This is an optimization exercise on Yosys and OpenROAD, whose aim is small area, a short achievable clock period and few clock cycles, not a production implementation. Only simulation tests tie the RTL to the original design; equivalence was not proved.

==> flow/design.v (outline; a module is shown in full before it is edited, if it fits) <==
// module Milestone1: 970 lines
module Milestone1 (
	input  logic        Clock,
	input  logic        Resetn,
	input  logic        Enable,
	output logic [17:0] SRAM_address,
	input  logic [15:0] SRAM_read_data,
	output logic [15:0] SRAM_write_data,
	output logic        SRAM_we_n
);
  // ...
==> flow/run.sh <==
#!/bin/bash
# synth_recipe.tcl (not shown) runs the flow's synth.tcl, then flattens the netlist and writes it again
# the make line also repeats each setting of config.mk as NAME=value (left out here)
make -C /OpenROAD-flow-scripts/flow DESIGN_CONFIG=/design/flow/config.mk WORK_HOME=/design/flow/orfs CLKGATE_MAP_FILE= SYNTH_SCRIPT=/design/flow/synth_recipe.tcl finish
==> flow/config.mk <==
export PLATFORM = sky130hd
export DESIGN_NAME = Milestone1
export DESIGN_NICKNAME = Milestone1
export VERILOG_FILES = /design/flow/design.v
export SDC_FILE = /design/flow/constraint.sdc
export NUM_CORES = 4
export LEC_CHECK = 0
export CAP_MARGIN = 20
export CORE_MARGIN = 2
export CORE_UTILIZATION = 40
export PLACE_DENSITY = 0.6
export SETUP_SLACK_MARGIN = 5
export SLEW_MARGIN = 20
==> flow/constraint.sdc <==
create_clock -name core_clock -period 12.0 [get_ports {Clock}]
set_input_delay 2.4000 -clock core_clock [delete_from_list [all_inputs] [get_ports {Clock}]]
set_output_delay 2.4000 -clock core_clock [all_outputs]
set_load 0.01 [all_outputs]
==> results.ini, run 1 <==
[grt]
grt_pass1_wl_mm = 90.03
use_met3_pct = 3.145

[cts]
post_cts_buffers = 0
cts_resized = 0
path_clk_slew_ns = 0.06
clock_path_buffers = 3
clock_sinks = 401
clock_latency_ns = 0.59

[cells_and_area]
design.seq.count = 401
seq_area_sq_um = 9995
utilization_pct = 45.61
layout_common_cells = inv_1, fa_1, ha_1, dfxtp_1, edfxtp_1
nonClkBufAreaFrac_pct = 2.463
multi_input_area_share_pct = 47.09
multi_input_cells = 1296
area_growth_pct = 12.76
filler_cell_count = 5721

[logic_synthesis]
synthArstFlopShare_pct = 0.4988
synthTopCellsByArea = edfxtp_1, fa_1, dfxtp_1, ha_1, inv_1
ys.flop_type = dfxtp_1
synthMuxAreaShare_pct = 3.955
synthCells = 2158
ys_ff_latch = 401

[min_path]
hold_start = wV[3][0]$_DFFE_PP_

[setup_path]
max_stage_delay_ns = 0.48
r2r_cells = 19
reg2reg_to = SRAM_address[16]$_SDFF_PN0_
critical_path.top_delay_family = compound AO/OA/AOI/OAI gates
startpoint = ph[0]$_SDFF_PN0_
worstPathRequired_ns = 12.44

[floorplanning]
dieArea_sq_um = 64420
dieWidth_microns = 253.8

[outcome]
status = complete, no violations

[timing]
fin_skew_ns = 0.02335
worst_slack_ns = 7.241

[route]
highest_layer = met5
vias = 15710

Testbench counts, summed over its fixed seeds: cycles 1,545,712.
==> run 2, diff against run 1 <==
--- a/flow/design.v
+++ b/flow/design.v
@@ -872,20 +872,35 @@
 wire [7:0] Bo = Nu ? 8'd0 : clampc(XB);
 wire c159   = (col == 8'd159);
 wire c0     = (col == 8'd0);
 wire ceven  = ~col[0];
 wire last_ph = c159 ? (ph == 4'd9) : (ph == 4'd4);
 wire [7:0] ncol = last_ph ? (c159 ? 8'd0 : col + 8'd1) : col;
 wire [3:0] nph  = last_ph ? 4'd0 : ph + 4'd1;
 wire nc159 = (ncol == 8'd159);
-wire nwrite = (nph == 4'd1) | (nph == 4'd2) | (nph == 4'd4);
-wire nreadY = (nph == 4'd3 & ~nc159) | (nph == 4'd8);
-wire nreadU = (nph == 4'd0 & (nc159 | ~ncol[0] & ncol <= 8'd154)) | (nph == 4'd5);
-wire [1:0] uvoff = (nc159 & (nph == 4'd0 | nph == 4'd3)) ? 2'd0 : (nph == 4'd5 | nph == 4'd7) ? 2'd1 : 2'd2;
+wire last_n = nc159 ? (nph == 4'd9) : (nph == 4'd4);
+wire [7:0] nncol = last_n ? (nc159 ? 8'd0 : ncol + 8'd1) : ncol;
+wire [3:0] nnph  = last_n ? 4'd0 : nph + 4'd1;
+wire nnc159 = (nncol == 8'd159);
+logic nwrite, nreadY, nreadU;
+logic [1:0] uvoff;    
+always_ff @(posedge Clock) begin
+	if (~busy) begin
+		nwrite <= 1'b1;     
+		nreadY <= 1'b0;
+		nreadU <= 1'b0;
+		uvoff <= 2'd0;
+	end else begin
+		nwrite <= (nnph == 4'd1) | (nnph == 4'd2) | (nnph == 4'd4);
+		nreadY <= (nnph == 4'd3 & ~nnc159) | (nnph == 4'd8);
+		nreadU <= (nnph == 4'd0 & (nnc159 | ~nncol[0] & nncol <= 8'd154)) | (nnph == 4'd5);
+		uvoff <= (nnc159 & (nnph == 4'd0 | nnph == 4'd3)) ? 2'd0 : (nnph == 4'd5 | nnph == 4'd7) ? 2'd1 : 2'd2;
+	end
+end
 wire [17:0] uvaddr = (nreadU ? U_BASE : V_BASE) + {16'd0, uvoff} + {3'd0, p[15:1]};
 always_ff @(posedge Clock or negedge Resetn) begin
 	if (~Resetn) begin
 		busy <= 1'b0;
 		SRAM_we_n <= 1'b1;
 	end else begin
 		if (~busy) begin
 			SRAM_we_n <= 1'b1;
==> flow/config.mk (replaced) <==
export PLATFORM = sky130hd
export DESIGN_NAME = Milestone1
export DESIGN_NICKNAME = Milestone1
export VERILOG_FILES = /design/flow/design.v
export SDC_FILE = /design/flow/constraint.sdc
export NUM_CORES = 4
export LEC_CHECK = 0
export ABC_CLOCK_PERIOD_IN_PS = 4000
export CAP_MARGIN = 20
export CORE_MARGIN = 2
export CORE_UTILIZATION = 40
export PLACE_DENSITY = 0.6
export SETUP_SLACK_MARGIN = 5
export SLEW_MARGIN = 20
==> run 2 against run 1 <==
Effect of this change: sequential cell count grew 5; worst hold slack lost 0.0049 ns; first-iteration DRC count shrank 8.6%; synthesized cell count grew 3.6%; via count shrank 0.29%; non-clock buffer count shrank 6; final cell count grew 2.5%; critical endpoint is now cg$_DFF_P_; highest routed layer unchanged.
==> results.ini, run 2 <==
[logic_synthesis]
synthCells = 2236  ; was 2158
synth_nets = 2723  ; was 2640
synthArstFlopShare_pct = 0.4926  ; was 0.4988%
yosysMostFrequentCell = inv_1  ; unchanged
mappedNetlistArea_sq_um = 25350  ; was 24960 sq um
synth_top_area_cell = edfxtp_1  ; unchanged
synth_top_cell_area_share_pct = 23.10  ; was 23.46%
ys.flop_type = dfxtp_1  ; unchanged
synthTopCellsByArea = edfxtp_1, fa_1, dfxtp_1, ha_1, inv_1  ; unchanged
synth-edff-count = 195  ; unchanged
yosys.cell_types.count = 76  ; was 77
syn-mean-instance-area_sq_um = 11.34  ; was 11.57 sq um
ys_seq_area_share_pct = 39.81  ; was 40.03%
synth_common_cells = inv_1, fa_1, ha_1, dfxtp_1, edfxtp_1  ; unchanged
ys_ff_latch = 406  ; was 401
yosys_warnings = 3  ; unchanged

[setup_path]
critPathSlowestCell = dfxtp_1  ; was and2_1
worstPathRequired_ns = 12.46  ; was 12.44 ns
endpoint_kind = flop  ; unchanged
critPathMaxFanout = 10  ; was 12
max_stage_delay_ns = 0.75  ; was 0.48 ns
start_kind = flop  ; unchanged
critical_path_class = reg2reg  ; unchanged
critical_path_arrival_ns = 4.65  ; was 5.20 ns
crit_chain = inv_1, fa_1, inv_1, fa_1, inv_1, fa_1, ha_1, o21a_1, o21ai_0, a21oi_1, o211ai_1, a31oi_1, a211o_1  ; was inv_1, ha_1, and3b_1, o21ai_1, and2_1, o2bb2ai_1, and3_1, and2_2, a22oi_1, o21ai_0, fa_1, and3b_1, a31o_2, a21oi_1, o21bai_1, a41oi_1, nor2b_1, o211ai_1, a21oi_1

[grt]
grt_pass1_vias = 16500  ; was 16470
use_met2_pct = 28.96  ; was 30.27%
grt_use_met1_pct = 23.68  ; was 23.88%
grt.busiest_layer = met2  ; unchanged
grt_max_degree = 89  ; was 96
grt_pass1_wl_mm = 90.56  ; was 90.03 mm
use_met3_pct = 2.446  ; was 3.145%
globalRoute.totalOverflow = 0  ; unchanged
grt.total_usage_pct = 17.46  ; was 18.07%
antenna_found_initial = 5  ; was 4

[route]
ant_nets = 0  ; unchanged
routedWlPerCell_microns = 17.49  ; was 18.08 microns
viasPerCell = 4.920  ; was 5.056
drt-initial-drc-count = 811  ; was 887
route.detailed.drc = 0  ; unchanged
dr.pass1.iters = 5  ; unchanged
routed_wl_mm = 55.70  ; was 56.20 mm
vias = 15670  ; was 15710

[cts]
cts-buffers-inserted = 46  ; was 45
path_clk_slew_ns = 0.06  ; about the same
ctsHtreeMaxLevel = 2  ; unchanged
clock_path_buffers = 3  ; unchanged
post_cts_buffers = 0  ; unchanged
cts_hold_buf = 0  ; unchanged
cts_resized = 0  ; unchanged
cts-root-buf = clkbuf_16  ; unchanged
clock_latency_ns = 0.61  ; was 0.59 ns
cts_tree = yes  ; unchanged
clock_sinks = 406  ; was 401

[cells_and_area]
fin_area_sq_um = 28440  ; was 28150 sq um
nets = 2788  ; was 2716
n_antenna_cell = 0  ; unchanged
final_cells = 3185  ; was 3108
utilization_pct = 45.25  ; was 45.61%
final_common_cell = inv_1  ; unchanged
layout-drive-gt1-share_pct = 7.268  ; was 7.794%
layout_common_cells = inv_1, fa_1, ha_1, dfxtp_1, edfxtp_1  ; unchanged
area_growth_pct = 12.21  ; was 12.76%
largestRegisters = wU x48, wV x48  ; unchanged

[floorplanning]
io_pins = 54  ; unchanged
rows = 92  ; was 91
dieArea_sq_um = 65390  ; was 64420 sq um
coreArea_sq_um = 62850  ; was 61710 sq um
dieHeight_microns = 255.7  ; was 253.8 microns
dieWidth_microns = 255.7  ; was 253.8 microns
start_util_pct = 40.33  ; was 40.45%

[timing]
setup_viol = 0  ; unchanged
rsz0062_at_grt = no  ; unchanged
fin_crit_ns = 4.194  ; was 4.759 ns
finalSetupTns_ns = 0  ; unchanged
fin_skew_ns = 0.04198  ; was 0.02335 ns
worst_slack_ns = 7.806  ; was 7.241 ns
relSlewSlack_pct = 31.54  ; was 27.17%
maxSlewViolCount = 0  ; unchanged
fmax_mhz = 238.4  ; was 210.1 MHz
worst_slew_pin_slew_ns = 1.026  ; was 1.065 ns
hold_violations = 0  ; unchanged
timing.hold.ws_ns = 0.4382  ; was 0.4431 ns
fin_crit_sh_pct = 34.95  ; was 39.66%

[outcome]
status = complete, no violations  ; unchanged

[placement]
gp_congestion = 0.9232  ; was 0.8985
hpwl_mm = 43.33  ; was 43.01 mm
dp_cells = 3098  ; was 3023
portBuffers = 53  ; unchanged
place_ws_ns = 7.866  ; was 7.281 ns
placed_area_sq_um = 26850  ; was 26530 sq um

[flow_run]
maxCapViolCount = 0  ; unchanged

[min_path]
min_path_type = reg2reg  ; unchanged

-- run 2: cell count changes in the layout (fill, tap and decap cells not counted), moves of 10 or more --
cell,before,now
nor2_1,67,103
o21ai_0,74,99
nor3_1,14,30
a21oi_1,90,102
a221oi_1,12,0
and3_1,23,12
nand3_1,33,22
o221ai_1,12,2
-- run 2: cell type report --
cell class              instances  area (sq um)
fillers                      5843         34410
multi-input cells            1366         13520
flip-flops and latches        406         10090
inverters                     415          1558
clock buffers                  63          1305
well taps                     846          1059
repair buffers                 66         648.1
clock inverters                23         256.5
-- run 2: final timing paths --
kind	to	cells past startpoint	slack, ns	start
setup / recovery	cg$_DFF_P_	13	7.81	pv[6]$_DFF_P_
hold / removal	first$_SDFFE_PN1P_	2	0.44	first$_SDFFE_PN1P_
setup reg to reg	cg$_DFF_P_	13	7.81	pv[6]$_DFF_P_
hold reg to reg	first$_SDFFE_PN1P_	2	0.44	first$_SDFFE_PN1P_
max in group asynchronous	SRAM_we_n$_DFF_PN1_	1	9.83	Resetn
min in group asynchronous	busy$_DFF_PN0_	1	1.97	Resetn
-- run 2: layer usage --
metal / share of wire [%] / vias to the layer above
li1: - / 7589
met1: 46 / 7688
met2: 48 / 307
met3: 3.9 / 83
met4: 2.7 / 2
met5: 0.014 / -
-- run 2: cell families (layout without fill, tap and decap cells) --
kind of cell	count (synthesis)	after routing	synth area share [%]
buf+inv	464	567	6.911
mux	94	94	4.023
simple gates	365	365	7.114
compound gates	353	353	8.718
flops	406	406	39.81
xor+xnor	86	86	2.972
fa+ha+maj	468	468	30.45
-- run 2: critical path: cells and delay by family, from the launching register on --
family	cells	cell delay, ns
adders and majority gates	4	1.80
AOI/OAI and AO/OA	6	1.06
DFF	1	0.75
buffers and inverters	3	0.43
Testbench counts of run 2, summed over its fixed seeds: cycles 1,545,712.
==> run 3, diff against run 2 <==
--- a/flow/config.mk
+++ b/flow/config.mk
@@ -7,3 +7,2 @@
 export LEC_CHECK = 0
-export ABC_CLOCK_PERIOD_IN_PS = 4000
 export CAP_MARGIN = 20
==> run 3 against run 2 <==
Effect of this change: still clean; utilization unchanged; via count did not move; first-iteration DRC count unchanged; worst hold slack stayed put; register-to-register slack is essentially flat; die area did not move; sequential share of layout area unchanged.
==> results.ini, run 3 <==
[cts]
post_cts_buffers = 0  ; unchanged
cts_tree = yes  ; unchanged
clock_sinks = 406  ; unchanged
cts-root-buf = clkbuf_16  ; unchanged
path_clk_slew_ns = 0.06  ; about the same
clock_latency_ns = 0.61  ; about the same
cts_hold_buf = 0  ; unchanged
clock_path_buffers = 3  ; unchanged
cts_resized = 0  ; unchanged
ctsHtreeMaxLevel = 2  ; unchanged
cts-buffers-inserted = 46  ; unchanged

[logic_synthesis]
syn-mean-instance-area_sq_um = 11.34  ; unchanged
yosysMostFrequentCell = inv_1  ; unchanged
ys.flop_type = dfxtp_1  ; unchanged
synthArstFlopShare_pct = 0.4926  ; unchanged
synth_common_cells = inv_1, fa_1, ha_1, dfxtp_1, edfxtp_1  ; unchanged
synth-edff-count = 195  ; unchanged
ys_ff_latch = 406  ; unchanged
synthTopCellsByArea = edfxtp_1, fa_1, dfxtp_1, ha_1, inv_1  ; unchanged
ys_seq_area_share_pct = 39.81  ; unchanged
synth_xor_area_share_pct = 2.972  ; unchanged
synthAdderAreaFrac_pct = 30.45  ; unchanged
mappedNetlistArea_sq_um = 25350  ; unchanged
synth_top_family_by_area = adder cells  ; unchanged
synth-simple-area-share_pct = 7.114  ; unchanged
synth_top_area_cell = edfxtp_1  ; unchanged
synth_nets = 2723  ; unchanged
yosys.cell_types.count = 76  ; unchanged
synthCells = 2236  ; unchanged
synth_top_cell_area_share_pct = 23.10  ; unchanged
yosys_warnings = 3  ; unchanged
synth_compound_area_share_pct = 8.718  ; unchanged
synthMuxAreaShare_pct = 4.023  ; unchanged

[setup_path]
crit_chain = inv_1, fa_1, inv_1, fa_1, inv_1, fa_1, ha_1, o21a_1, o21ai_0, a21oi_1, o211ai_1, a31oi_1, a211o_1  ; unchanged
critPathSlowestCell = dfxtp_1  ; unchanged
critical_path_class = reg2reg  ; unchanged
r2r_cells = 13  ; unchanged
path_depth = 13  ; unchanged
reg2reg_slack_ns = 7.81  ; about the same
worstReg2RegStart = pv[6]$_DFF_P_  ; unchanged
max_stage_delay_ns = 0.75  ; about the same
worstPathRequired_ns = 12.46  ; about the same
critPathBufInv = 3  ; unchanged
endpoint_kind = flop  ; unchanged
start_kind = flop  ; unchanged
reg2reg_to = cg$_DFF_P_  ; unchanged
critical_path.top_delay_family = adder cells  ; unchanged
critPathMaxFanout = 10  ; unchanged
critical_path_arrival_ns = 4.65  ; about the same

[floorplanning]
rows = 92  ; unchanged
dieWidth_microns = 255.7  ; unchanged
coreArea_sq_um = 62850  ; unchanged
start_util_pct = 40.33  ; unchanged
io_pins = 54  ; unchanged
dieHeight_microns = 255.7  ; unchanged
dieArea_sq_um = 65390  ; unchanged

[cells_and_area]
n_antenna_cell = 0  ; unchanged
largestRegisters = wU x48, wV x48  ; unchanged
area_growth_pct = 12.21  ; unchanged
layout-drive-gt1-share_pct = 7.268  ; unchanged
filler_cell_count = 5843  ; unchanged
final_common_cell = inv_1  ; unchanged
seq_area_sq_um = 10090  ; unchanged
nets = 2788  ; unchanged
multi_input_area_sq_um = 13520  ; unchanged
layout_common_cells = inv_1, fa_1, ha_1, dfxtp_1, edfxtp_1  ; unchanged

[timing]
fin_skew_ns = 0.04198  ; unchanged
worst_slew_pin_slew_ns = 1.026  ; unchanged
fin_crit_ns = 4.194  ; unchanged
hold_violations = 0  ; unchanged
fin_crit_sh_pct = 34.95  ; unchanged
fmax_mhz = 238.4  ; unchanged
relSlewSlack_pct = 31.54  ; unchanged
setup_viol = 0  ; unchanged
maxSlewViolCount = 0  ; unchanged
finalSetupTns_ns = 0  ; unchanged
rsz0062_at_grt = no  ; unchanged

[grt]
grt.total_usage_pct = 17.46  ; unchanged
grt_max_degree = 89  ; unchanged
antenna_found_initial = 5  ; unchanged
grt_pass1_vias = 16500  ; unchanged
globalRoute.totalOverflow = 0  ; unchanged
grt_pass1_wl_mm = 90.56  ; unchanged

[route]
ant_nets = 0  ; unchanged
route.detailed.drc = 0  ; unchanged
drt-initial-drc-count = 811  ; unchanged
dr.pass1.iters = 5  ; unchanged
routedWlPerCell_microns = 17.49  ; unchanged
viasPerCell = 4.920  ; unchanged
vias = 15670  ; unchanged
routed_wl_mm = 55.70  ; unchanged

[outcome]
status = complete, no violations  ; unchanged

[min_path]
min_path_type = reg2reg  ; unchanged
holdPathEnd = first$_SDFFE_PN1P_  ; unchanged
hold_start = first$_SDFFE_PN1P_  ; unchanged
whs_path_depth = 2  ; unchanged

[placement]
gp_congestion = 0.9232  ; unchanged
hpwl_mm = 43.33  ; unchanged
portBuffers = 53  ; unchanged

[flow_run]
maxCapViolCount = 0  ; unchanged

-- run 3: cell counts after synthesis --
No cell type changed its count.
-- run 3: routing by layer --
metal  global-route usage, %  part of all wire (%)
met1                   23.68                    46
met2                   28.96                    48
met3                   2.446                   3.9
met4                   5.507                   2.7
met5                       0                 0.014
-- run 3: worst max path at each step --
stage / start / to / slack, ns
4_1_cts: py[3]$_DFF_P_ / cg$_DFF_P_ / 7.81
3_3_place_gp: py[3]$_DFF_P_ / cg$_DFF_P_ / 7.94
5_1_grt: py[3]$_DFF_P_ / cg$_DFF_P_ / 7.61
3_5_place_dp: py[3]$_DFF_P_ / cg$_DFF_P_ / 7.87
2_1_floorplan: col[0]$_SDFF_PN1_ / wV[5][0]$_DFFE_PP_ / 6.88
6_report: pv[6]$_DFF_P_ / cg$_DFF_P_ / 7.81
-- run 3: layout make-up --
| cell class | instances | area share (%) |
|---|---|---|
| Clock buffer | 63 | 4.589 |
| Clock inverter | 23 | 0.9019 |
| Inverter | 415 | 5.477 |
| Multi-Input combinational cell | 1366 | 47.54 |
| Sequential cell | 406 | 35.49 |
| Tap cell | 846 | 3.722 |
| Timing Repair Buffer | 66 | 2.279 |
-- run 3: cell families (layout without fill, tap and decap cells) --
kind of cell	count (synthesis)	count (layout)
compound gates	353	353
xor+xnor	86	86
fa+ha+maj	468	468
buf+inv	464	567
flops	406	406
mux	94	94
simple gates	365	365
-- run 3: worst reg2reg max path, cell delays in order (launching register included) --
cell	delay [ns]
dfxtp_1	0.75
inv_1	0.33
fa_1	0.58
inv_1	0.05
fa_1	0.47
inv_1	0.05
fa_1	0.45
ha_1	0.30
o21a_1	0.10
o21ai_0	0.18
a21oi_1	0.11
o211ai_1	0.26
a31oi_1	0.13
a211o_1	0.28
-- run 3: stage by stage --
step | util [%] | cell area [sq um] | cells | hold WS [ns] | worst slack [ns]
floorplan | - | 25350 | 2236 | 0.4183 | 6.885
global placement | 42.72 | 26850 | 3098 | 0.4218 | 7.938
detailed placement | 42.72 | 26850 | 3098 | 0.4298 | 7.866
CTS | 45.21 | 28410 | 3184 | 0.4406 | 7.812
global route | 45.25 | 28440 | 3185 | 0.4534 | 7.614
finish | 45.25 | 28440 | 3185 | 0.4382 | 7.806
==> run 4, diff against run 3 <==
--- a/flow/config.mk
+++ b/flow/config.mk
@@ -9,4 +9,4 @@
 export CORE_MARGIN = 2
-export CORE_UTILIZATION = 40
-export PLACE_DENSITY = 0.6
+export CORE_UTILIZATION = 75
+export PLACE_DENSITY = 0.85
 export SETUP_SLACK_MARGIN = 5
==> run 4 against run 3 <==
Effect of this change: die area fell by 46%; critical path depth fell by 3; first-iteration DRC count rose by 81%; count of clock-buffer cells in the layout rose by 1; wire length rose by 3.8%; area after synthesis did not move; clock skew fell by 0.011 ns; sequential share of layout area rose by 0.88 points; non-clock buffer count fell by 2; highest routed layer is now met4.
==> results.ini, run 4 <==
[route]
ant_nets = 0  ; unchanged
vias = 16650  ; was 15670
viasPerCell = 5.992  ; was 4.920
highest_layer = met4  ; was met5
route.detailed.drc = 0  ; unchanged
routed_wl_mm = 57.81  ; was 55.70 mm
wl_met3_mm = 4.579  ; was 2.148 mm
routedWlPerCell_microns = 20.80  ; was 17.49 microns
wl_met1_mm = 22.99  ; was 25.51 mm
dr.pass1.iters = 5  ; unchanged
drt-initial-drc-count = 1468  ; was 811
routed-wl-met2_mm = 27.92  ; was 26.51 mm

[setup_path]
critical_path.top_delay_family = adder cells  ; unchanged
endpoint_kind = flop  ; unchanged
critical_path_class = reg2reg  ; unchanged
crit_chain = inv_1, fa_1, inv_1, fa_1, fa_1, fa_1, ha_1, o211ai_1, a31oi_1, a211o_1  ; was inv_1, fa_1, inv_1, fa_1, inv_1, fa_1, ha_1, o21a_1, o21ai_0, a21oi_1, o211ai_1, a31oi_1, a211o_1
critPathSlowestCell = dfxtp_1  ; unchanged
critical_path_arrival_ns = 4.61  ; was 4.65 ns
start_kind = flop  ; unchanged
critPathMaxFanout = 8  ; was 10
critPathMostFrequentCell = fa_1
critPathBufInv = 2  ; was 3
worstPathRequired_ns = 12.46  ; about the same
max_stage_delay_ns = 0.71  ; was 0.75 ns

[logic_synthesis]
yosysMostFrequentCell = inv_1  ; unchanged
synth_common_cells = inv_1, fa_1, ha_1, dfxtp_1, edfxtp_1  ; unchanged
ys_seq_area_share_pct = 39.81  ; unchanged
ys_ff_latch = 406  ; unchanged
synth_top_cell_area_share_pct = 23.10  ; unchanged
yosys.cell_types.count = 76  ; unchanged
synth_top_area_cell = edfxtp_1  ; unchanged
synth-edff-count = 195  ; unchanged
synth_nets = 2723  ; unchanged
ys.flop_type = dfxtp_1  ; unchanged
syn-mean-instance-area_sq_um = 11.34  ; unchanged
synthTopCellsByArea = edfxtp_1, fa_1, dfxtp_1, ha_1, inv_1  ; unchanged
mappedNetlistArea_sq_um = 25350  ; unchanged
synthArstFlopShare_pct = 0.4926  ; unchanged
yosys_warnings = 3  ; unchanged
synthCells = 2236  ; unchanged

[cells_and_area]
final_cells = 2779  ; was 3185
layout-drive-gt1-share_pct = 6.864  ; was 7.268%
area_growth_pct = 9.503  ; was 12.21%
layout_common_cells = inv_1, fa_1, ha_1, dfxtp_1, edfxtp_1  ; unchanged
n_antenna_cell = 0  ; unchanged
nets = 2783  ; was 2788
largestRegisters = wU x48, wV x48  ; unchanged
final_common_cell = inv_1  ; unchanged

[floorplanning]
dieWidth_microns = 187.8  ; was 255.7 microns
io_pins = 54  ; unchanged
start_util_pct = 75.97  ; was 40.33%
rows = 67  ; was 92
coreArea_sq_um = 33360  ; was 62850 sq um
dieHeight_microns = 187.8  ; was 255.7 microns
dieArea_sq_um = 35280  ; was 65390 sq um

[timing]
hold_violations = 0  ; unchanged
maxSlewViolCount = 0  ; unchanged
fin_crit_ns = 4.146  ; was 4.194 ns
fmax_mhz = 241.2  ; was 238.4 MHz
fin_crit_sh_pct = 34.55  ; was 34.95%
timing.hold.ws_ns = 0.4441  ; was 0.4382 ns
rsz0062_at_grt = no  ; unchanged
worst_slew_pin_slew_ns = 1.162  ; was 1.026 ns
setup_viol = 0  ; unchanged
finalSetupTns_ns = 0  ; unchanged
relSlewSlack_pct = 21.81  ; was 31.54%
fin_skew_ns = 0.03071  ; was 0.04198 ns

[grt]
globalRoute.totalOverflow = 0  ; unchanged
grt.total_usage_pct = 34.20  ; was 17.46%
grt_pass1_vias = 17700  ; was 16500
grt_pass1_wl_mm = 93.24  ; was 90.56 mm
antenna_found_initial = 0  ; was 5
grt_max_degree = 70  ; was 89

[cts]
post_cts_buffers = 0  ; unchanged
ctsHtreeMaxLevel = 2  ; unchanged
clock_path_buffers = 3  ; unchanged
clock_latency_ns = 0.57  ; was 0.61 ns
clock_sinks = 406  ; unchanged
cts_tree = yes  ; unchanged
cts-buffers-inserted = 43  ; was 46
cts_hold_buf = 0  ; unchanged
path_clk_slew_ns = 0.07  ; was 0.06 ns
cts-root-buf = clkbuf_16  ; unchanged
cts_resized = 0  ; unchanged

[outcome]
status = complete, no violations  ; unchanged

[min_path]
min_path_type = reg2reg  ; unchanged

[flow_run]
maxCapViolCount = 0  ; unchanged

[placement]
portBuffers = 53  ; unchanged
dp_cells = 2699  ; was 3098
gp_congestion = 0.9388  ; was 0.9232
hpwl_mm = 42.79  ; was 43.33 mm

[run 4: cell counts after synthesis]
No cell type changed its count.
[run 4: logic make-up after synthesis]
logic type                 share of synthesized area (%)
AOI/OAI and AO/OA                                  8.718
xor gates and xnor gates                           2.972
adders and majority gates                          30.45
buffers and inverters                              6.911
DFF                                                39.81
muxes                                              4.023
and+or+nand+nor                                    7.114
[run 4: worst paths after layout]
path	start	end	slack, ns	cells after the start
worst min register to register	wV[4][5]$_DFFE_PP_	wV[3][5]$_DFFE_PP_	0.44	0
max in group asynchronous	Resetn	SRAM_we_n$_DFF_PN1_	9.78	1
worst max register to register	py[6]$_DFF_P_	cg$_DFF_P_	7.85	10
worst max-delay path	py[6]$_DFF_P_	cg$_DFF_P_	7.85	10
worst min-delay path	wV[4][5]$_DFFE_PP_	wV[3][5]$_DFFE_PP_	0.44	0
min in group asynchronous	Resetn	busy$_DFF_PN0_	2.02	1
[run 4: worst register-to-register path, cell delays in order, from the launching register on]
cell and delay (ns):
dfxtp_1 0.71, inv_1 0.32, fa_1 0.61, inv_1 0.11, fa_1 0.57, fa_1 0.44, fa_1 0.51, ha_1 0.34
o211ai_1 0.09, a31oi_1 0.07, a211o_1 0.29
[run 4: final cells by class]
class                           instances  area [sq um]
Timing Repair Buffer                   64         613.1
Sequential cell                       406         10090
Fill cell                            1877          5610
Inverter                              415          1558
Clock buffer                           64          1300
Multi-Input combinational cell       1366         13530
Tap cell                              448         560.5
Clock inverter                         16         102.6
[run 4: metrics by stage]
step | instance area [sq um] | util, % | setup slack (ns)
finish | 27750 | 83.18 | 7.854
global route | 27750 | 83.18 | 7.670
CTS | 27750 | 83.18 | 7.881
detailed placement | 26350 | 78.98 | 7.882
global placement | 26350 | 78.96 | 8.016
floorplan | 25350 | - | 6.885
[run 4: routing by layer]
layer	global-route usage (%)	vias to the layer above
met5	0	-
met4	14.05	0
met3	6.195	158
met2	56.88	712
met1	44.87	8201
li1	-	7581
==> run 5, diff against run 4 <==
--- a/flow/config.mk
+++ b/flow/config.mk
@@ -7,6 +7,7 @@
 export LEC_CHECK = 0
+export ABC_AREA = 1
 export CAP_MARGIN = 20
 export CORE_MARGIN = 2
-export CORE_UTILIZATION = 75
-export PLACE_DENSITY = 0.85
+export CORE_UTILIZATION = 60
+export PLACE_DENSITY = 0.75
 export SETUP_SLACK_MARGIN = 5
==> run 5 against run 4 <==
Effect of this change: register-to-register slack better by 0.16 ns; still clean; fmax up 3.6%; final cell count rose by 16%; count of clock-buffer cells in the layout decreased by 2; non-clock buffer count grew 1; setup slack better by 0.14 ns; critical path depth down 9.
==> results.ini, run 5 <==
[outcome]
status = complete, no violations  ; unchanged

[route]
routed-wl-met2_mm = 28.22  ; was 27.92 mm
routedWlPerCell_microns = 17.65  ; was 20.80 microns
drt-initial-drc-count = 1274  ; was 1468
highest_layer = met4  ; unchanged
wl_met3_mm = 3.008  ; was 4.579 mm
route.detailed.drc = 0  ; unchanged
ant_nets = 0  ; unchanged
routed_wl_mm = 57.01  ; was 57.81 mm
dr.pass1.iters = 5  ; unchanged
viasPerCell = 5.415  ; was 5.992
wl_met1_mm = 23.69  ; was 22.99 mm
vias = 17490  ; was 16650

[setup_path]
critPathMaxFanout = 1  ; was 8
critPathBufInv = 1  ; was 2
max_stage_delay_ns = 0.52  ; was 0.71 ns
critPathSlowestCell = clkdlybuf4s50_1  ; was dfxtp_1
endpoint_kind = primary output  ; was flop
crit_chain = clkdlybuf4s50_1  ; was inv_1, fa_1, inv_1, fa_1, fa_1, fa_1, ha_1, o211ai_1, a31oi_1, a211o_1
start_kind = flop  ; unchanged
worstPathRequired_ns = 9.60  ; was 12.46 ns
critical_path_class = reg2out  ; was reg2reg
critical_path.top_delay_family = buffers and inverters  ; was adder cells
critical_path_arrival_ns = 1.60  ; was 4.61 ns

[floorplanning]
dieWidth_microns = 210.1  ; was 187.8 microns
io_pins = 54  ; unchanged
dieHeight_microns = 210.1  ; was 187.8 microns
rows = 75  ; was 67
start_util_pct = 60.75  ; was 75.97%
dieArea_sq_um = 44140  ; was 35280 sq um
coreArea_sq_um = 41950  ; was 33360 sq um

[placement]
dp_cells = 3147  ; was 2699
gp_congestion = 0.9486  ; was 0.9388
portBuffers = 53  ; unchanged
hpwl_mm = 43.87  ; was 42.79 mm
place_ws_ns = 7.984  ; was 7.882 ns

[grt]
grt_pass1_wl_mm = 93.14  ; was 93.24 mm
antenna_found_initial = 1  ; was 0
grt_max_degree = 76  ; was 70
grt.total_usage_pct = 26.98  ; was 34.20%
globalRoute.totalOverflow = 0  ; unchanged
grt_pass1_vias = 18490  ; was 17700

[timing]
rsz0062_at_grt = no  ; unchanged
finalSetupTns_ns = 0  ; unchanged
relSlewSlack_pct = 32.84  ; was 21.81%
timing.hold.ws_ns = 0.4377  ; was 0.4441 ns
maxSlewViolCount = 0  ; unchanged
fin_crit_sh_pct = 33.35  ; was 34.55%
setup_viol = 0  ; unchanged
fin_crit_ns = 4.002  ; was 4.146 ns
fmax_mhz = 249.9  ; was 241.2 MHz
worst_slew_pin_slew_ns = 1.006  ; was 1.162 ns
worst_slack_ns = 7.998  ; was 7.854 ns
hold_violations = 0  ; unchanged
fin_skew_ns = 0.01861  ; was 0.03071 ns

[cts]
ctsHtreeMaxLevel = 2  ; unchanged
cts-buffers-inserted = 44  ; was 43
post_cts_buffers = 0  ; unchanged
clock_path_buffers = 3  ; unchanged
clock_sinks = 406  ; unchanged
cts_tree = yes  ; unchanged
clock_latency_ns = 0.59  ; was 0.57 ns
cts_hold_buf = 0  ; unchanged
cts_resized = 0  ; unchanged
path_clk_slew_ns = 0.07  ; about the same
cts-root-buf = clkbuf_16  ; unchanged

[logic_synthesis]
synth_top_area_cell = edfxtp_1  ; unchanged
synth-edff-count = 195  ; unchanged
synth_common_cells = inv_1, nand2_1, fa_1, ha_1, dfxtp_1  ; was inv_1, fa_1, ha_1, dfxtp_1, edfxtp_1
synth_top_cell_area_share_pct = 22.98  ; was 23.10%
ys_seq_area_share_pct = 39.60  ; was 39.81%
synthTopCellsByArea = edfxtp_1, fa_1, dfxtp_1, ha_1, inv_1  ; unchanged
mappedNetlistArea_sq_um = 25480  ; was 25350 sq um
ys_ff_latch = 406  ; unchanged
ys.flop_type = dfxtp_1  ; unchanged
syn-mean-instance-area_sq_um = 9.878  ; was 11.34 sq um
yosys.cell_types.count = 57  ; was 76
synth_nets = 3067  ; was 2723
yosys_warnings = 3  ; unchanged
synthCells = 2580  ; was 2236
yosysMostFrequentCell = inv_1  ; unchanged
synthArstFlopShare_pct = 0.4926  ; unchanged

[cells_and_area]
filler_cell_count = 3122  ; was 1877
final_cells = 3230  ; was 2779
layout_common_cells = inv_1, nand2_1, fa_1, ha_1, dfxtp_1  ; was inv_1, fa_1, ha_1, dfxtp_1, edfxtp_1
final_common_cell = inv_1  ; unchanged
nets = 3141  ; was 2783
largestRegisters = wU x48, wV x48  ; unchanged
area_growth_pct = 10.32  ; was 9.503%
utilization_pct = 67.02  ; was 83.18%
layout-drive-gt1-share_pct = 5.167  ; was 6.864%

[min_path]
min_path_type = reg2reg  ; unchanged

[flow_run]
maxCapViolCount = 0  ; unchanged

run 5: changes by cell type in the layout (fill, tap and decap cells not counted), moves of 37 or more:
cell	delta
nand2_1	+303
nor2_1	+70
mux2_2	-63
inv_1	+142
nand3_1	+43
xnor2_1	-37
run 5: through the flow:
stage	area, sq um
after floorplan	25480
after global placement	26650
after detailed placement	26650
after CTS	28110
after global routing	28110
final	28110
run 5: area by class of cell:
| type | instances | area, sq um | area share, % |
|---|---|---|---|
| antenna | 1 | 2.502 | 0.008901 |
| timing repair buffer | 65 | 620.6 | 2.207 |
| sequential | 406 | 10090 | 35.90 |
| clock inverter | 20 | 197.7 | 0.7032 |
| multi-input combinational | 1575 | 13160 | 46.80 |
| tap | 539 | 674.4 | 2.399 |
| inverter | 562 | 2110 | 7.503 |
| clock buffer | 62 | 1260 | 4.482 |
run 5: per-layer routing:
metal	GRT usage, %	vias to the layer above
met2	47.09	516
met1	34.14	8509
li1	-	8327
met3	4.246	139
met4	9.831	0
met5	0	-
run 5: kinds of logic after synthesis:
logic type,share of synthesized area [%]
flops,39.60
compound gates,6.878
simple gates,12.42
buf+inv,8.891
xor+xnor,1.856
mux,0.07856
fa+ha+maj,30.28
run 5: path summary, 6_finish.rpt:
check	depth (start not counted)	endpoint	slack, ns	from
max	1	SRAM_we_n	8.00	SRAM_we_n$_DFF_PN1_
min	0	wU[3][1]$_DFFE_PP_	0.44	wU[4][1]$_DFFE_PP_
max reg2reg	12	cg$_DFF_P_	8.01	pv[6]$_DFF_P_
min reg2reg	0	wU[3][1]$_DFFE_PP_	0.44	wU[4][1]$_DFFE_PP_
max in group asynchronous	1	SRAM_we_n$_DFF_PN1_	9.81	Resetn
min in group asynchronous	1	busy$_DFF_PN0_	1.99	Resetn
==> run 6, diff against run 5 <==
--- a/flow/config.mk
+++ b/flow/config.mk
@@ -7,3 +7,2 @@
 export LEC_CHECK = 0
-export ABC_AREA = 1
 export CAP_MARGIN = 20
@@ -11,2 +10,3 @@
 export CORE_UTILIZATION = 60
+export CTS_BUF_LIST = sky130_fd_sc_hd__clkbuf_4 sky130_fd_sc_hd__clkbuf_8
 export PLACE_DENSITY = 0.75
==> run 6 against run 5 <==
Effect of this change: sequential share of layout area up 0.057 points; final area is 0.13% lower; utilization rose by 0.061 points; non-clock buffer count is 1 lower; critical endpoint is now cg$_DFF_P_.
==> results.ini, run 6 <==
[route]
dr.pass1.iters = 7  ; was 5
viasPerCell = 5.550  ; was 5.415
routed_wl_mm = 55.59  ; was 57.01 mm
ant_nets = 0  ; unchanged
vias = 16200  ; was 17490
routedWlPerCell_microns = 19.05  ; was 17.65 microns
route.detailed.drc = 0  ; unchanged
drt-initial-drc-count = 1014  ; was 1274

[timing]
fin_skew_ns = 0.05158  ; was 0.01861 ns
maxSlewViolCount = 0  ; unchanged
fin_crit_ns = 4.133  ; was 4.002 ns
hold_violations = 0  ; unchanged
rsz0062_at_grt = no  ; unchanged
finalSetupTns_ns = 0  ; unchanged
worst_slew_pin_slew_ns = 1.085  ; was 1.006 ns
setup_viol = 0  ; unchanged
relSlewSlack_pct = 27.65  ; was 32.84%
fmax_mhz = 241.9  ; was 249.9 MHz
fin_crit_sh_pct = 34.45  ; was 33.35%

[setup_path]
endpoint_kind = flop  ; was primary output
startpoint = pv[6]$_DFF_P_  ; was SRAM_we_n$_DFF_PN1_
start_kind = flop  ; unchanged
reg2reg_slack_ns = 7.87  ; was 8.01 ns
cp-endpoint = cg$_DFF_P_  ; was SRAM_we_n
critical_path_class = reg2reg  ; was reg2out
critical_path_arrival_ns = 4.66  ; was 1.60 ns
r2r_cells = 13  ; was 12
reg2reg_to = cg$_DFF_P_  ; unchanged
critPathMaxFanout = 10  ; was 1
worstPathRequired_ns = 12.53  ; was 9.60 ns
worstReg2RegStart = pv[6]$_DFF_P_  ; unchanged

[cells_and_area]
multi_input_area_sq_um = 13530  ; was 13160 sq um
largestRegisters = wU x48, wV x48  ; unchanged
final_common_cell = inv_1  ; unchanged
nets = 2811  ; was 3141
filler_cell_count = 3109  ; was 3122
n_antenna_cell = 0  ; was 1
area_growth_pct = 10.78  ; was 10.32%
utilization_pct = 67.09  ; was 67.02%
fin_area_sq_um = 28080  ; was 28110 sq um
layout_common_cells = inv_1, fa_1, ha_1, dfxtp_1, edfxtp_1  ; was inv_1, nand2_1, fa_1, ha_1, dfxtp_1
layout-drive-gt1-share_pct = 8.911  ; was 5.167%
seq_area_sq_um = 10090  ; about the same

[floorplanning]
coreArea_sq_um = 41850  ; was 41950 sq um
dieArea_sq_um = 43900  ; was 44140 sq um
dieWidth_microns = 209.5  ; was 210.1 microns
rows = 75  ; unchanged
start_util_pct = 60.56  ; was 60.75%
io_pins = 54  ; unchanged
dieHeight_microns = 209.5  ; was 210.1 microns

[cts]
clock_latency_ns = 0.66  ; was 0.59 ns
cts_tree = yes  ; unchanged
cts-buffers-inserted = 71  ; was 44
clock_path_buffers = 3  ; unchanged
cts-root-buf = clkbuf_8  ; was clkbuf_16
clock_sinks = 406  ; unchanged
ctsHtreeMaxLevel = 3  ; was 2
post_cts_buffers = 0  ; unchanged
cts_resized = 0  ; unchanged
path_clk_slew_ns = 0.07  ; about the same
cts_hold_buf = 0  ; unchanged

[logic_synthesis]
ys_seq_area_share_pct = 39.81  ; was 39.60%
syn-mean-instance-area_sq_um = 11.34  ; was 9.878 sq um
ys_ff_latch = 406  ; unchanged
ys.flop_type = dfxtp_1  ; unchanged
yosysMostFrequentCell = inv_1  ; unchanged
synth_top_cell_area_share_pct = 23.10  ; was 22.98%
yosys_warnings = 3  ; unchanged
synth_common_cells = inv_1, fa_1, ha_1, dfxtp_1, edfxtp_1  ; was inv_1, nand2_1, fa_1, ha_1, dfxtp_1
synth-edff-count = 195  ; unchanged
synthArstFlopShare_pct = 0.4926  ; unchanged
synthTopCellsByArea = edfxtp_1, fa_1, dfxtp_1, ha_1, inv_1  ; unchanged
yosys.cell_types.count = 76  ; was 57
mappedNetlistArea_sq_um = 25350  ; was 25480 sq um
synth_nets = 2723  ; was 3067
synthCells = 2236  ; was 2580
synth_top_area_cell = edfxtp_1  ; unchanged

[grt]
antenna_found_initial = 1  ; unchanged
globalRoute.totalOverflow = 0  ; unchanged
grt.total_usage_pct = 26.31  ; was 26.98%
grt_pass1_vias = 16890  ; was 18490
grt_pass1_wl_mm = 89.61  ; was 93.14 mm
grt_max_degree = 89  ; was 76

[min_path]
hold_start = wU[5][2]$_DFFE_PP_  ; was wU[4][1]$_DFFE_PP_
min_path_type = reg2reg  ; unchanged

[outcome]
status = complete, no violations  ; unchanged

[placement]
gp_congestion = 0.9571  ; was 0.9486
hpwl_mm = 42.89  ; was 43.87 mm
placed_area_sq_um = 26470  ; was 26650 sq um
portBuffers = 53  ; unchanged

[flow_run]
maxCapViolCount = 0  ; unchanged

[run 6: per-layer routing]
metal	GRT usage, %	vias to the layer above	part of all wire [%]	wire length (microns)
met5	0	-	0.023	13
li1	-	7661	-	-
met1	34.98	7929	43	24090
met4	10.25	2	3.6	1998
met2	43.01	468	48	26480
met3	5.162	135	5.4	3007
[run 6: kinds of logic after synthesis]
| kind of cell | after synthesis | share of synthesized area (%) |
|---|---|---|
| fa+ha+maj | 468 | 30.45 |
| buf+inv | 464 | 6.911 |
| compound gates | 353 | 8.718 |
| xor+xnor | 86 | 2.972 |
| simple gates | 365 | 7.114 |
| flops | 406 | 39.81 |
| mux | 94 | 4.023 |
[run 6: worst min path at each step]
stage,endpoint,slack (ns),depth (start not counted)
2_1_floorplan,first$_SDFFE_PN1P_,0.42,2
3_3_place_gp,wV[2][7]$_DFFE_PP_,0.42,0
3_5_place_dp,wV[0][2]$_DFFE_PP_,0.43,0
4_1_cts,wU[4][2]$_DFFE_PP_,0.40,0
5_1_grt,wU[4][2]$_DFFE_PP_,0.40,0
6_report,wU[4][2]$_DFFE_PP_,0.40,0
[run 6: layout make-up]
type / count / share of cell area, %
clock buffer: 99 / 4.474
sequential: 406 / 35.95
inverter: 415 / 5.548
tap: 539 / 2.402
clock inverter: 29 / 1.266
timing repair buffer: 64 / 2.184
multi-input combinational: 1366 / 48.17
[run 6: stage by stage]
step	hold WS [ns]	cells	setup WS [ns]
6_report	0.3952	2918	7.867
5_1_grt	0.4041	2918	7.743
4_1_cts	0.3971	2918	7.846
3_5_place_dp	0.4289	2790	7.925
3_3_place_gp	0.4221	2790	7.974
2_1_floorplan	0.4183	2236	6.885
[run 6: worst max-delay path, cell delays in order (launching register included)]
cell and delay (ns):
dfxtp_1 0.77, inv_1 0.33, fa_1 0.56, inv_1 0.05
fa_1 0.48, inv_1 0.06, fa_1 0.45, ha_1 0.30
o21a_1 0.10, o21ai_0 0.15, a21oi_1 0.09, o211ai_1 0.27
a31oi_1 0.13, a211o_1 0.28
==> run 7, diff against run 6 <==
--- a/flow/config.mk
+++ b/flow/config.mk
@@ -10,3 +10,2 @@
 export CORE_UTILIZATION = 60
-export CTS_BUF_LIST = sky130_fd_sc_hd__clkbuf_4 sky130_fd_sc_hd__clkbuf_8
 export PLACE_DENSITY = 0.75
==> run 7 against run 6 <==
Effect of this change: count of clock-buffer cells in the layout is 36 lower; sequential share of layout area is 0.18 points higher; area after synthesis stayed put; utilization is 0.34 points lower; worst hold slack better by 0.044 ns; still clean on timing, DRC and antenna; final cell count is 1.6% lower; first-iteration DRC count is 3.8% higher.
==> results.ini, run 7 <==
[cts]
clock_latency_ns = 0.59  ; was 0.66 ns
path_clk_slew_ns = 0.06  ; was 0.07 ns
post_cts_buffers = 0  ; unchanged
cts_resized = 0  ; unchanged
cts_hold_buf = 0  ; unchanged
cts-buffers-inserted = 43  ; was 71
clock_path_buffers = 3  ; unchanged
cts-root-buf = clkbuf_16  ; was clkbuf_8
clock_sinks = 406  ; unchanged
cts_tree = yes  ; unchanged
ctsHtreeMaxLevel = 2  ; was 3

[setup_path]
endpoint_kind = flop  ; unchanged
critical_path_class = reg2reg  ; unchanged
start_kind = flop  ; unchanged
r2r_cells = 13  ; unchanged
worstPathRequired_ns = 12.46  ; was 12.53 ns
critPathMaxFanout = 10  ; unchanged
critical_path_arrival_ns = 4.52  ; was 4.66 ns

[flow_run]
maxCapViolCount = 0  ; unchanged

[floorplanning]
coreArea_sq_um = 41850  ; unchanged
io_pins = 54  ; unchanged
dieHeight_microns = 209.5  ; unchanged
dieWidth_microns = 209.5  ; unchanged
rows = 75  ; unchanged
start_util_pct = 60.56  ; unchanged
dieArea_sq_um = 43900  ; unchanged

[logic_synthesis]
ys.flop_type = dfxtp_1  ; unchanged
ys_seq_area_share_pct = 39.81  ; unchanged
ys_ff_latch = 406  ; unchanged
synthCells = 2236  ; unchanged
synth_nets = 2723  ; unchanged
yosysMostFrequentCell = inv_1  ; unchanged
synthTopCellsByArea = edfxtp_1, fa_1, dfxtp_1, ha_1, inv_1  ; unchanged
synth_common_cells = inv_1, fa_1, ha_1, dfxtp_1, edfxtp_1  ; unchanged
mappedNetlistArea_sq_um = 25350  ; unchanged
synthArstFlopShare_pct = 0.4926  ; unchanged
synth_top_area_cell = edfxtp_1  ; unchanged
synth_top_cell_area_share_pct = 23.10  ; unchanged
syn-mean-instance-area_sq_um = 11.34  ; unchanged
synth-edff-count = 195  ; unchanged
yosys_warnings = 3  ; unchanged
yosys.cell_types.count = 76  ; unchanged

[route]
viasPerCell = 5.592  ; was 5.550
route.detailed.drc = 0  ; unchanged
routed_wl_mm = 55.62  ; was 55.59 mm
vias = 16050  ; was 16200
drt-initial-drc-count = 1053  ; was 1014
routedWlPerCell_microns = 19.38  ; was 19.05 microns
dr.pass1.iters = 6  ; was 7
ant_nets = 0  ; unchanged

[cells_and_area]
area_growth_pct = 10.22  ; was 10.78%
final_cells = 2870  ; was 2918
largestRegisters = wU x48, wV x48  ; unchanged
n_antenna_cell = 0  ; unchanged
layout_common_cells = inv_1, fa_1, ha_1, dfxtp_1, edfxtp_1  ; unchanged
fin_area_sq_um = 27940  ; was 28080 sq um
final_common_cell = inv_1  ; unchanged
layout-drive-gt1-share_pct = 6.950  ; was 8.911%
nets = 2783  ; was 2811

[placement]
placed_area_sq_um = 26470  ; unchanged
portBuffers = 53  ; unchanged
hpwl_mm = 42.89  ; unchanged
dp_cells = 2790  ; unchanged
place_ws_ns = 7.925  ; unchanged
gp_congestion = 0.9571  ; unchanged

[timing]
worst_slew_pin_slew_ns = 1.108  ; was 1.085 ns
relSlewSlack_pct = 26.10  ; was 27.65%
finalSetupTns_ns = 0  ; unchanged
fmax_mhz = 246.4  ; was 241.9 MHz
hold_violations = 0  ; unchanged
fin_crit_sh_pct = 33.83  ; was 34.45%
fin_crit_ns = 4.059  ; was 4.133 ns
timing.hold.ws_ns = 0.4387  ; was 0.3952 ns
setup_viol = 0  ; unchanged
worst_slack_ns = 7.941  ; was 7.867 ns
maxSlewViolCount = 0  ; unchanged
fin_skew_ns = 0.02644  ; was 0.05158 ns
rsz0062_at_grt = no  ; unchanged

[min_path]
whs_path_depth = 0  ; unchanged
min_path_type = reg2reg  ; unchanged

[grt]
grt.busiest_layer = met2  ; unchanged
antenna_found_initial = 0  ; was 1
use_met2_pct = 44.20  ; was 43.01%
grt_max_degree = 89  ; unchanged
grt.total_usage_pct = 26.38  ; was 26.31%
grt_use_met1_pct = 35.67  ; was 34.98%
grt_pass1_vias = 16770  ; was 16890
grt_pass1_wl_mm = 89.96  ; was 89.61 mm
use_met3_pct = 3.561  ; was 5.162%
globalRoute.totalOverflow = 0  ; unchanged

[outcome]
status = complete, no violations  ; unchanged

[run 7: cell counts after synthesis]
Identical to the previous run, type by type.
[run 7: routing by layer]
layer | wire length [microns] | share of wire (%) | vias up
met5 | 0 | 0 | -
met4 | 1770 | 3.2 | 0
met3 | 2723 | 4.9 | 108
met2 | 26900 | 48 | 415
met1 | 24220 | 44 | 7946
li1 | - | - | 7579
[run 7: path summary, 6_finish.rpt]
path	end	startpoint	slack (ns)
worst max-delay path	cg$_DFF_P_	pv[6]$_DFF_P_	7.94
worst min-delay path	wV[2][7]$_DFFE_PP_	wV[3][7]$_DFFE_PP_	0.44
worst max register to register	cg$_DFF_P_	pv[6]$_DFF_P_	7.94
worst min register to register	wV[2][7]$_DFFE_PP_	wV[3][7]$_DFFE_PP_	0.44
max in group asynchronous	SRAM_we_n$_DFF_PN1_	Resetn	9.82
min in group asynchronous	busy$_DFF_PN0_	Resetn	1.98
[run 7: cell families (layout without fill, tap and decap cells)]
logic type | Yosys count | count (layout) | share of synthesized area [%]
and+or+nand+nor | 365 | 365 | 7.114
DFF | 406 | 406 | 39.81
adders and majority gates | 468 | 468 | 30.45
xor gates and xnor gates | 86 | 86 | 2.972
muxes | 94 | 94 | 4.023
AOI/OAI and AO/OA | 353 | 353 | 8.718
buffers and inverters | 464 | 559 | 6.911
[run 7: cell type report]
| class | count | area (sq um) |
|---|---|---|
| fill | 3116 | 13920 |
| inverter | 415 | 1558 |
| clock inverter | 17 | 207.7 |
| multi-input combinational | 1366 | 13530 |
| clock buffer | 63 | 1262 |
| tap | 539 | 674.4 |
| timing repair buffer | 64 | 613.1 |
| sequential | 406 | 10090 |
[run 7: critical path, stage by stage, from the launching register on]
cell      delay (ns)
dfxtp_1         0.74
inv_1           0.31
fa_1            0.55
inv_1           0.05
fa_1            0.48
inv_1           0.05
fa_1            0.45
ha_1            0.30
o21a_1          0.10
o21ai_0         0.15
a21oi_1         0.09
o211ai_1        0.25
a31oi_1         0.13
a211o_1         0.28
[run 7: through the flow]
| stage | utilization, % |
|---|---|
| after floorplan | - |
| after global placement | 63.22 |
| after detailed placement | 63.23 |
| after CTS | 66.75 |
| after global routing | 66.75 |
| final | 66.75 |
==> run 8, diff against run 7 <==
==> flow/flow/run.sh (new file) <==
#!/bin/bash
set -euo pipefail
sed 's/SETUP_SLACK_MARGIN=5 /SETUP_SLACK_MARGIN=8 /' standard.sh > standard_margin.sh
grep -q 'SETUP_SLACK_MARGIN=8 ' standard_margin.sh
bash standard_margin.sh > standard_margin.log 2>&1
==> flow/standard.sh (new file) <==
#!/bin/bash
# synth_recipe.tcl (not shown) runs the flow's synth.tcl, then flattens the netlist and writes it again
# the make line also repeats each setting of config.mk as NAME=value (left out here)
make -C /OpenROAD-flow-scripts/flow DESIGN_CONFIG=/design/flow/config.mk WORK_HOME=/design/flow/orfs CLKGATE_MAP_FILE= SYNTH_SCRIPT=/design/flow/synth_recipe.tcl "${@:-finish}"
removed: flow/run.sh
==> run 8 against run 7 <==
Effect of this change: critical path depth is 12 lower; fmax is 5.2% higher; die area stayed put; count of clock-buffer cells in the layout is 1 higher; critical path type is now reg2out; register-to-register slack better by 0.24 ns.
==> results.ini, run 8 <==
[setup_path]
max_stage_delay_ns = 0.54  ; was 0.74 ns
critPathSlowestCell = clkdlybuf4s50_1  ; was dfxtp_1
reg2reg_slack_ns = 8.18  ; was 7.94 ns
critical_path.top_delay_family = buffers and inverters  ; was adder cells
crit_chain = clkdlybuf4s50_1  ; was inv_1, fa_1, inv_1, fa_1, inv_1, fa_1, ha_1, o21a_1, o21ai_0, a21oi_1, o211ai_1, a31oi_1, a211o_1
worstReg2RegStart = pv[6]$_DFF_P_  ; unchanged
r2r_cells = 13  ; unchanged
critical_path_class = reg2out  ; was reg2reg
critical_path_arrival_ns = 1.46  ; was 4.52 ns
worstPathRequired_ns = 9.60  ; was 12.46 ns
reg2reg_to = cg$_DFF_P_  ; unchanged
critPathBufInv = 1  ; was 3
start_kind = flop  ; unchanged
startpoint = SRAM_address[4]$_SDFF_PN0_  ; was pv[6]$_DFF_P_
endpoint_kind = primary output  ; was flop
critPathMaxFanout = 1  ; was 10

[logic_synthesis]
synth_top_area_cell = edfxtp_1  ; unchanged
synthTopCellsByArea = edfxtp_1, fa_1, dfxtp_1, ha_1, inv_1  ; unchanged
synth_top_cell_area_share_pct = 23.10  ; unchanged
synth_common_cells = inv_1, fa_1, ha_1, dfxtp_1, edfxtp_1  ; unchanged
synthArstFlopShare_pct = 0.4926  ; unchanged
synth_nets = 2723  ; unchanged
mappedNetlistArea_sq_um = 25350  ; unchanged
synth-edff-count = 195  ; unchanged
syn-mean-instance-area_sq_um = 11.34  ; unchanged
ys_seq_area_share_pct = 39.81  ; unchanged
yosysMostFrequentCell = inv_1  ; unchanged
ys_ff_latch = 406  ; unchanged
synthCells = 2236  ; unchanged
yosys_warnings = 3  ; unchanged
ys.flop_type = dfxtp_1  ; unchanged
yosys.cell_types.count = 76  ; unchanged

[timing]
fin_crit_ns = 3.858  ; was 4.059 ns
setup_viol = 0  ; unchanged
fmax_mhz = 259.2  ; was 246.4 MHz
relSlewSlack_pct = 33.25  ; was 26.10%
maxSlewViolCount = 0  ; unchanged
finalSetupTns_ns = 0  ; unchanged
hold_violations = 0  ; unchanged
worst_slew_pin_slew_ns = 0.9999  ; was 1.108 ns
rsz0062_at_grt = no  ; unchanged
fin_crit_sh_pct = 32.15  ; was 33.83%
fin_skew_ns = 0.02682  ; was 0.02644 ns

[cts]
cts-root-buf = clkbuf_16  ; unchanged
ctsHtreeMaxLevel = 2  ; unchanged
cts_resized = 4  ; was 0
post_cts_buffers = 0  ; unchanged
path_clk_slew_ns = 0.06  ; about the same
clock_path_buffers = 3  ; unchanged
cts-buffers-inserted = 43  ; unchanged
clock_latency_ns = 0.58  ; was 0.59 ns
cts_hold_buf = 0  ; unchanged
clock_sinks = 406  ; unchanged
cts_tree = yes  ; unchanged

[cells_and_area]
nets = 2783  ; unchanged
layout-drive-gt1-share_pct = 7.379  ; was 6.950%
largestRegisters = wU x48, wV x48  ; unchanged
area_growth_pct = 10.51  ; was 10.22%
n_antenna_cell = 0  ; unchanged
final_common_cell = inv_1  ; unchanged
layout_common_cells = inv_1, fa_1, ha_1, dfxtp_1, edfxtp_1  ; unchanged

[placement]
portBuffers = 53  ; unchanged
hpwl_mm = 42.24  ; was 42.89 mm
gp_congestion = 0.9673  ; was 0.9571

[route]
wl_met3_mm = 3.372  ; was 2.723 mm
vias = 16070  ; was 16050
dr.pass1.iters = 5  ; was 6
wl_met1_mm = 23.84  ; was 24.22 mm
route.detailed.drc = 0  ; unchanged
routedWlPerCell_microns = 19.22  ; was 19.38 microns
routed_wl_mm = 55.15  ; was 55.62 mm
routed-wl-met2_mm = 25.95  ; was 26.90 mm
drt-initial-drc-count = 1136  ; was 1053
ant_nets = 0  ; unchanged
highest_layer = met4  ; unchanged
viasPerCell = 5.598  ; was 5.592

[floorplanning]
coreArea_sq_um = 41850  ; unchanged
rows = 75  ; unchanged
dieHeight_microns = 209.5  ; unchanged
start_util_pct = 60.56  ; unchanged
io_pins = 54  ; unchanged
dieWidth_microns = 209.5  ; unchanged
dieArea_sq_um = 43900  ; unchanged

[min_path]
min_path_type = reg2reg  ; unchanged
hold_start = wV[1][3]$_DFFE_PP_  ; was wV[3][7]$_DFFE_PP_
holdPathEnd = wV[0][3]$_DFFE_PP_  ; was wV[2][7]$_DFFE_PP_
whs_path_depth = 0  ; unchanged

[grt]
grt_max_degree = 67  ; was 89
grt_pass1_wl_mm = 89.04  ; was 89.96 mm
grt_pass1_vias = 16830  ; was 16770
antenna_found_initial = 0  ; unchanged
globalRoute.totalOverflow = 0  ; unchanged
grt.total_usage_pct = 26.04  ; was 26.38%

[flow_run]
maxCapViolCount = 0  ; unchanged

[outcome]
status = complete, no violations  ; unchanged

==> run 8: cells by family (layout without fill, tap and decap cells) <==
| group | count (synthesis) | after routing | share of synthesized area (%) |
|---|---|---|---|
| AOI/OAI and AO/OA | 353 | 353 | 8.718 |
| xor gates and xnor gates | 86 | 86 | 2.972 |
| adders and majority gates | 468 | 468 | 30.45 |
| buffers and inverters | 464 | 559 | 6.911 |
| DFF | 406 | 406 | 39.81 |
| muxes | 94 | 94 | 4.023 |
| and+or+nand+nor | 365 | 365 | 7.114 |
==> run 8: routing by layer <==
layer / track usage (%) / vias to the layer above
met2: 42.63 / 504
met5: 0 / -
met3: 4.908 / 116
li1: - / 7574
met1: 34.71 / 7873
met4: 10.17 / 0
==> run 8: worst max-delay path by stage <==
stage / end / slack [ns] / cells after the start
2_1_floorplan: wV[5][0]$_DFFE_PP_ / 8.09 / 7
3_3_place_gp: cg$_DFF_P_ / 7.99 / 10
3_5_place_dp: cg$_DFF_P_ / 7.90 / 10
4_1_cts: cg$_DFF_P_ / 7.95 / 13
5_1_grt: SRAM_write_data[2]$_DFFE_PP_ / 8.01 / 14
6_report: SRAM_address[4] / 8.14 / 1
==> run 8: layout make-up <==
cell class              instances  area [sq um]
inverters                     415          1558
clock inverters                16         237.7
flip-flops and latches        406         10110
multi-input cells            1366         13550
clock buffers                  64          1267
well taps                     539         674.4
repair buffers                 64         611.8
fillers                      3061         13840
==> run 8: metrics by stage <==
stage          setup slack, ns  area (sq um)  instances  utilization [%]  hold slack [ns]
6_report                 8.142         28010       2870            66.93           0.4452
3_5_place_dp             7.905         26470       2790            63.23           0.4275
4_1_cts                  7.950         27970       2870            66.84           0.4433
5_1_grt                  8.009         28010       2870            66.93           0.4485
2_1_floorplan            8.085         25350       2236                -           0.4183
3_3_place_gp             7.990         26460       2790            63.22           0.4224

[afterwards: timing with drivers on the ports]
The flow's constraints put no driver on any port. The routed layouts listed below were extracted and timed again, unchanged, in two steps.
Step 1: set_driving_cell puts a clkbuf_16 on Clock and a buf_2 on each other input, an assumption about the parent block.
Step 2, shift: input delay + t, output delay - t, t = (earliest + latest rising clock arrival at the registers) / 2. This alone moves slack from input paths to output paths.
Three values: ideal ports, drivers, drivers and shift; two values: the first two.
run	t, ns	setup WS [ns]	worst hold slack (ns)
run 1	0.639	7.241 / 7.241 / 7.241	0.443 / 0.443 / 0.443
run 2	0.641	7.806 / 7.806 / 7.806	0.438 / 0.438 / 0.438
run 3	0.641	7.806 / 7.806 / 7.806	0.438 / 0.438 / 0.438
run 4	0.605	7.854 / 7.854 / 7.854	0.444 / 0.444 / 0.444
run 5	0.629	7.998 / 7.945 / 8.009	0.438 / 0.438 / 0.438
run 6	0.691	7.867 / 7.842 / 7.867	0.395 / 0.395 / 0.395
run 7	0.637	7.941 / 7.923 / 7.941	0.439 / 0.439 / 0.439
run 8	0.627	8.142 / 8.086 / 8.181	0.445 / 0.445 / 0.445
After both steps setup and hold are still met in every run listed.
